From an optimization exercise on the open Yosys and OpenROAD flow, aimed at small area; shortcuts taken in it are not production practice. In this exercise RTL edits were held to simulation tests only and were not proved equivalent to the original. The flow treats the clock pin as an ideal source. Dropping or thinning the clock tree relies on that and would not hold on a real chip. Power is estimated from default activity; no workload was simulated.

## oak
==> flow/design.v <==
module main(
    input car_in,
    input [2:0] car_out,
    input clk_in,
    input rst,
    output wire door_open,
    output wire full_signal,
    output reg [3:0] state,
    output wire [4:0] seg_select,
    output reg [7:0] seg_data,
    output tmp
);
    assign tmp = rst;
    reg [5:0] dl;
    reg [2:0] dk;
    wire c40 = ~dl[0] & ~dl[1] & ~dl[4] & ~dl[5];
    always @(posedge clk_in or posedge rst)
        if (rst) begin
            dl <= 6'd25; dk <= 3'd0;
        end else begin
            dl <= {dl[4:0], dl[5] ^ dl[0] ^ c40};
            dk <= dk + {2'b0, c40};
        end
    wire t1 = c40 & ~dk[0];
    wire t2 = c40 & dk[0] & dk[1] & ~dk[2];
    reg ai, ax;
    reg [1:0] mi, mx;
    always @(posedge clk_in or posedge rst)
        if (rst) begin
            ai <= 1'b0; ax <= 1'b0; mi[0] <= 1'b0; mx[0] <= 1'b0;
        end else if (t1) begin
            ai <= ~car_in;
            ax <= ~car_out[2];
            mi[0] <= ai & (mi[1] | mi[0]);
            mx[0] <= ax & (mx[1] | mx[0]);
        end
    always @(posedge clk_in)
        if (t1) begin
            mi[1] <= ai & ~mi[0];
            mx[1] <= ax & ~mx[0];
        end
    wire di = mi[1] & mi[0];
    wire dx = mx[1] & mx[0];
    reg [1:0] ls;
    wire [1:0] spot = car_out[1:0];
    wire s0 = state[0], s1 = state[1], s2 = state[2], s3 = state[3];
    wire is_full = &state;
    wire entry = di & ~is_full;
    wire exitv = dx & (is_full | ~di) & state[spot];
    wire E = t1 & entry;
    wire X = t1 & exitv;
    wire q4 = ~s3 & s2 & ~s1 & ~s0;           
    wire [3:0] setc = {s2 & s1 & s0, s1 & s0, s0 | q4, ~q4};
    wire [3:0] clr = {spot == 2'd3, spot == 2'd2, spot == 2'd1, spot == 2'd0};
    wire [3:0] nstate = (state | ({4{E}} & setc)) & ~({4{X}} & clr);
    wire s13 = ~s3 & ~s2 & s0;
    wire dreq_n = entry | exitv | (ls[0] & s13);
    wire fg_n = di & (&nstate);
    always @(posedge clk_in or posedge rst)
        if (rst) state <= 4'b0000;
        else     state <= nstate;
    always @(posedge clk_in) begin
        if (E) ls[1] <= ~(s3 & s2);
        if (E) ls[0] <= s0 & (s2 | (ls[0] & ~s1));
        else if (X) ls[0] <= spot[0] | ~(s3 & s2);
    end
    reg [6:0] dc;
    reg [5:0] dt;
    wire d_act = dt[5] | dt[4];
    wire [7:0] dcc;
    wire [6:0] dtc;
    assign dcc[0] = t1 & d_act;
    assign dtc[0] = dcc[7];
    genvar i;
    generate
        for (i = 0; i < 7; i = i + 1) begin : g_dc
            assign dcc[i+1] = dcc[i] & dc[i];
        end
        for (i = 0; i < 6; i = i + 1) begin : g_dt
            assign dtc[i+1] = dtc[i] & dt[i];
        end
    endgenerate
    wire [6:0] dc_n = d_act ? ((dc ^ dcc[6:0]) | {5'b0, dcc[7], dcc[7]}) : 7'd3;
    wire d_idle_tick = t1 & ~d_act;
    wire [5:0] dt_n = d_idle_tick ? (dt[0] ? 6'd24 : {5'b0, dreq_n})
                                  : ((dt ^ dtc[5:0]) | {5'b0, dtc[6] & dreq_n});
    always @(posedge clk_in or posedge rst)
        if (rst) begin
            dt[5:4] <= 2'b00; dt[0] <= 1'b0;
        end else begin
            dt[5:4] <= dt_n[5:4]; dt[0] <= dt_n[0];
        end
    always @(posedge clk_in) dt[3:1] <= dt_n[3:1];
    always @(posedge clk_in) dc <= dc_n;
    assign door_open = d_act & ~dt[0];
    reg [7:0] fc;
    reg [2:0] ft;
    wire f_act = ft[2] | (ft[1] & ft[0]);
    wire [8:0] fcc;
    wire [3:0] ftc;
    assign fcc[0] = t1 & f_act;
    assign ftc[0] = fcc[8];
    generate
        for (i = 0; i < 8; i = i + 1) begin : g_fc
            assign fcc[i+1] = fcc[i] & fc[i];
        end
        for (i = 0; i < 3; i = i + 1) begin : g_ft
            assign ftc[i+1] = ftc[i] & ft[i];
        end
    endgenerate
    wire [7:0] fc_n = f_act ? ((fc ^ fcc[7:0]) | {5'b0, fcc[8], fcc[8], 1'b0}) : 8'd6;
    wire f_idle_tick = t1 & ~f_act;
    wire [2:0] ft_n = f_idle_tick ? (ft[0] ? 3'd3 : {2'b0, fg_n})
                                  : ((ft ^ ftc[2:0]) | {2'b0, ftc[3] & fg_n});
    always @(posedge clk_in or posedge rst)
        if (rst) begin
            ft[2] <= 1'b0; ft[0] <= 1'b0;
        end else begin
            ft[2] <= ft_n[2]; ft[0] <= ft_n[0];
        end
    always @(posedge clk_in) ft[1] <= ft_n[1];
    always @(posedge clk_in) fc <= fc_n;
    assign full_signal = f_act & ft[0];
    wire ge3 = (s0 & s1 & (s2 | s3)) | (s2 & s3 & (s0 | s1));    
    wire nz = s0 | s1 | s2 | s3;
    wire ex2 = nz & ~ge3 & ~(s0 ^ s1 ^ s2 ^ s3);                   
    wire ls2 = ls[1] & ~ls[0];
    wire [2:0] dsp = {~ge3, ~ex2, (nz & ~ge3) | (is_full & ~ls2)};
    wire q12 = s3 & s2 & ~s1 & ~s0;
    wire n1 = is_full ? ls[1] : (s0 & s1);
    wire n0 = (is_full | q12) ? ls[0] : (s0 & ~(s1 & ~s2));
    wire [2:0] dnr = (is_full & ~ls2) ? 3'b100 : {n1, ~n1 | n0, ~n0 | n1};
    reg sel;
    reg [2:0] sg;
    always @(posedge clk_in or posedge rst)
        if (rst) begin
            sel <= 1'b0; sg <= 3'b000;
        end else if (t2) begin
            sel <= ~sel;
            sg <= sel ? dnr : dsp;
        end
    assign seg_select = {2'b00, sel, 1'b0, ~sel};
    always @* begin
        seg_data[7] = 1'b0;
        seg_data[6] = sg[2];
        seg_data[5] = sg[1] & (sg[2] ^ sg[0]);
        seg_data[4] = sg[0] & ~(sg[2] & sg[1]);
        seg_data[3] = sg[0];
        seg_data[2] = sg[1];
        seg_data[1] = sg[1] | sg[0];
        seg_data[0] = sg[0];
    end
endmodule
Settings: LEC_CHECK=0, ABC_AREA=1, CAP_MARGIN=0, CORE_MARGIN=2, CORE_UTILIZATION=70, SLEW_MARGIN=0; clock period 10.0 ns.
standard.sh (not shown) runs the stock make flow with config.mk's settings and CLKGATE_MAP_FILE= SYNTH_SCRIPT=/design/flow/synth_recipe.tcl, a recipe that flattens the netlist after the stock synthesis.
==> flow/flow/run.sh <==
#!/bin/bash
# ORFS layout as the standard.sh runs it, with these changes:
#  - synthesis maps logic with area-oriented ABC scripts (flow/abc/*.script)
#    and without the separate adder mapping (ADDER_MAP_FILE empty): the
#    synthesis is run once per script and the script giving the smallest
#    cell area (synthesis buffers excluded) is used for the layout. The rest of
#    the standard synthesis, and so every register, is unchanged.
#  - port buffers use the smallest buffer cell
#  - one tie cell drives all constant outputs
#  - the clock tree is a few leaf buffers driven by the clock port, one per
#    group of nearby flip-flops (flow/kbuf.tcl, run in place of
#    clock_tree_synthesis through ORFS's PRE_CTS_TCL hook)
# Each tool's output goes to a log file in this folder.
set -euo pipefail
WD=$(pwd)
rm -rf "$WD/scripts_mod"
cp -r "$FLOW_HOME/scripts" "$WD/scripts_mod"

best=""
best_area=""
for s in "$WD"/flow/abc/*.script; do
  k=$(basename "$s" .script)
  rm -rf "$WD/try_$k" "$WD/scripts_$k"
  cp -r "$WD/scripts_mod" "$WD/scripts_$k"
  cp "$s" "$WD/scripts_$k/abc_area.script"
  bash standard.sh SCRIPTS_DIR="$WD/scripts_$k" ADDER_MAP_FILE= WORK_HOME="$WD/try_$k" synth > "$WD/synth_try_$k.log" 2>&1 &
done
wait
for s in "$WD"/flow/abc/*.script; do
  k=$(basename "$s" .script)
  stat="$WD/try_$k/reports/$FLOW_PLATFORM/main/base/synth_stat.txt"
  [[ -f "$stat" ]] || continue
  a=$(awk '/sky130_fd_sc_hd__/ && !/__buf_|__clkbuf_/ {a+=$2} END {printf "%.4f", a}' "$stat")
  echo "script $k: area $a" >> "$WD/synth_choice.log"
  if [[ -z "$best" ]] || awk -v a="$a" -v b="$best_area" 'BEGIN {exit !(a < b)}'; then
    best=$k; best_area=$a
  fi
done
echo "chosen: $best ($best_area)" >> "$WD/synth_choice.log"
cp "$WD/flow/abc/$best.script" "$WD/scripts_mod/abc_area.script"
rm -rf "$WD"/try_* "$WD"/scripts_s*

export BUFFER_PORTS_ARGS="-buffer_cell sky130_fd_sc_hd__buf_1"
export PRE_CTS_TCL="$WD/flow/kbuf.tcl"
export CLK_BUF=sky130_fd_sc_hd__clkbuf_8
export CLK_GROUPS=3
bash standard.sh SCRIPTS_DIR="$WD/scripts_mod" ADDER_MAP_FILE= SKIP_REPAIR_TIE_FANOUT=1 finish > "$WD/standard_flow.log" 2>&1
==> flow/flow/kbuf.tcl <==
# Clock tree of a few leaf buffers: the flip-flops are split into
# $::env(CLK_GROUPS) groups by position (k-means) and each group gets one
# $::env(CLK_BUF) placed at its centroid; the clock port drives the leaf
# buffers directly. Runs in place of clock_tree_synthesis.
proc clock_tree_synthesis {args} {
  set cell $::env(CLK_BUF)
  set k $::env(CLK_GROUPS)
  set block [ord::get_db_block]
  set master [[ord::get_db] findMaster $cell]
  set clk_name [get_full_name [lindex [sta::get_property [lindex [sta::all_clocks] 0] sources] 0]]
  set clknet [$block findNet $clk_name]
  set sinks {}
  foreach it [$clknet getITerms] {
    set bb [[$it getInst] getBBox]
    lappend sinks [list $it [expr {([$bb xMin] + [$bb xMax]) / 2.0}] [expr {([$bb yMin] + [$bb yMax]) / 2.0}]]
  }
  set n [llength $sinks]
  # k-means, seeded with sinks spread along the sorted x order
  set sorted [lsort -real -index 1 $sinks]
  set cx {}; set cy {}
  for {set j 0} {$j < $k} {incr j} {
    set s [lindex $sorted [expr {int(($j + 0.5) * $n / $k)}]]
    lappend cx [lindex $s 1]; lappend cy [lindex $s 2]
  }
  for {set iter 0} {$iter < 50} {incr iter} {
    set assign {}
    foreach s $sinks {
      set best 0; set bd 1e30
      for {set j 0} {$j < $k} {incr j} {
        set d [expr {abs([lindex $s 1] - [lindex $cx $j]) + abs([lindex $s 2] - [lindex $cy $j])}]
        if {$d < $bd} { set bd $d; set best $j }
      }
      lappend assign $best
    }
    set nx {}; set ny {}
    for {set j 0} {$j < $k} {incr j} {
      set sx 0.0; set sy 0.0; set c 0
      foreach s $sinks a $assign { if {$a == $j} { set sx [expr {$sx + [lindex $s 1]}]; set sy [expr {$sy + [lindex $s 2]}]; incr c } }
      if {$c > 0} { lappend nx [expr {$sx / $c}]; lappend ny [expr {$sy / $c}] } else { lappend nx [lindex $cx $j]; lappend ny [lindex $cy $j] }
    }
    set cx $nx; set cy $ny
  }
  for {set j 0} {$j < $k} {incr j} {
    set net [odb::dbNet_create $block clknet_${j}_$clk_name]
    set inst [odb::dbInst_create $block $master clkbuf_${j}_$clk_name]
    [$inst findITerm A] connect $clknet
    [$inst findITerm X] connect $net
    $net setSigType CLOCK
    set c 0
    foreach s $sinks a $assign {
      if {$a == $j} { set it [lindex $s 0]; $it disconnect; $it connect $net; incr c }
    }
    $inst setLocation [expr {int([lindex $cx $j])}] [expr {int([lindex $cy $j])}]
    $inst setPlacementStatus PLACED
    puts "clock buffer $j ($cell) drives $c clock pins"
  }
  $clknet setSigType CLOCK
  set_propagated_clock [sta::all_clocks]
}
Other scripts of this flow, unchanged in this note and not shown: flow/flow/abc/s0.script, flow/flow/abc/s1.script, flow/flow/abc/s2.script, flow/flow/abc/s3.script, flow/flow/abc/s4.script, flow/flow/abc/s5.script
For pine, these inputs were changed with respect to oak:
Settings: swapping 0 for 20 in SLEW_MARGIN; swapping 0 for 20 in CAP_MARGIN.
diff --git a/flow/flow/run.sh b/flow/flow/run.sh
--- a/flow/flow/run.sh
+++ b/flow/flow/run.sh
@@ -45 +45 @@
-export CLK_BUF=sky130_fd_sc_hd__clkbuf_8
+export CLK_BUF=sky130_fd_sc_hd__buf_6
Results
As far as total routing usage reported by global routing goes, oak and pine are indistinguishable; the numbers are identical.
Number of fill cells was lower in the run labelled oak.
Clock-pin transition on the worst setup and hold timing paths delta (pine -> oak): insignificant
Diff pine..oak | peak clock frequency supported by timing | unchanged
oak → pine: wire length decreased by 17 um relative to the old numbers; clock power decreased by about 6% relative to the old numbers; internal reg-to-reg setup slack increased by 0.02 ns relative to the old numbers; flip-flop and latch count closely matched the old numbers.
pine did not stop at any stage, and its layout met the timing, design-rule and antenna checks.
Diff oak..pine | pre-CTS setup slack | unchanged
Against oak, pine reports a utilization after layout that is lower.
--- input diff pine..birch ---
Settings: GPL_TIMING_DRIVEN: unset -> 0.
diff --git a/flow/flow/run.sh b/flow/flow/run.sh
--- a/flow/flow/run.sh
+++ b/flow/flow/run.sh
@@ -45 +45 @@
-export CLK_BUF=sky130_fd_sc_hd__buf_6
+export CLK_BUF=sky130_fd_sc_hd__clkbuf_8
==> comparison <==
Taking pine as the reference, in birch fmax lower; setup slack of the worst register-to-register path went down. Going from pine to birch, global routing usage on met3 higher, overall routed net length higher.
In every run of this note, the design's own scripts or RTL, not TritonCTS, make the clock network.

afterwards: timing with drivers on the ports:
The flow's constraints put no driver on any port. The routed layouts listed below were extracted and timed again, unchanged, in two steps. Step 1: set_driving_cell puts a clkbuf_16 on clk_in and a buf_2 on each other input, an assumption about the parent block. Step 2 moves the port delays by t, midway between the first and last clock arrival at a register: inputs arrive t later, outputs are due t later. That takes back most of the time a late clock gives input paths. Three values: ideal ports, drivers, drivers and shift; two values: the first two.
| run | t (ns) | setup slack, ns | hold slack, ns |
|---|---|---|---|
| oak | 0.195 | 5.758 / 5.734 / 5.734 | 0.360 / 0.360 / 0.360 |
| pine | 0.176 | 5.758 / 5.734 / 5.734 | 0.361 / 0.361 / 0.361 |
| birch | 0.192 | 5.668 / 5.643 / 5.643 | 0.367 / 0.367 / 0.367 |
After both steps every run listed still meets setup and hold. The setup slack of birch, which loses most, moves by -0.025 ns with the drivers and by -0.025 ns with both steps.
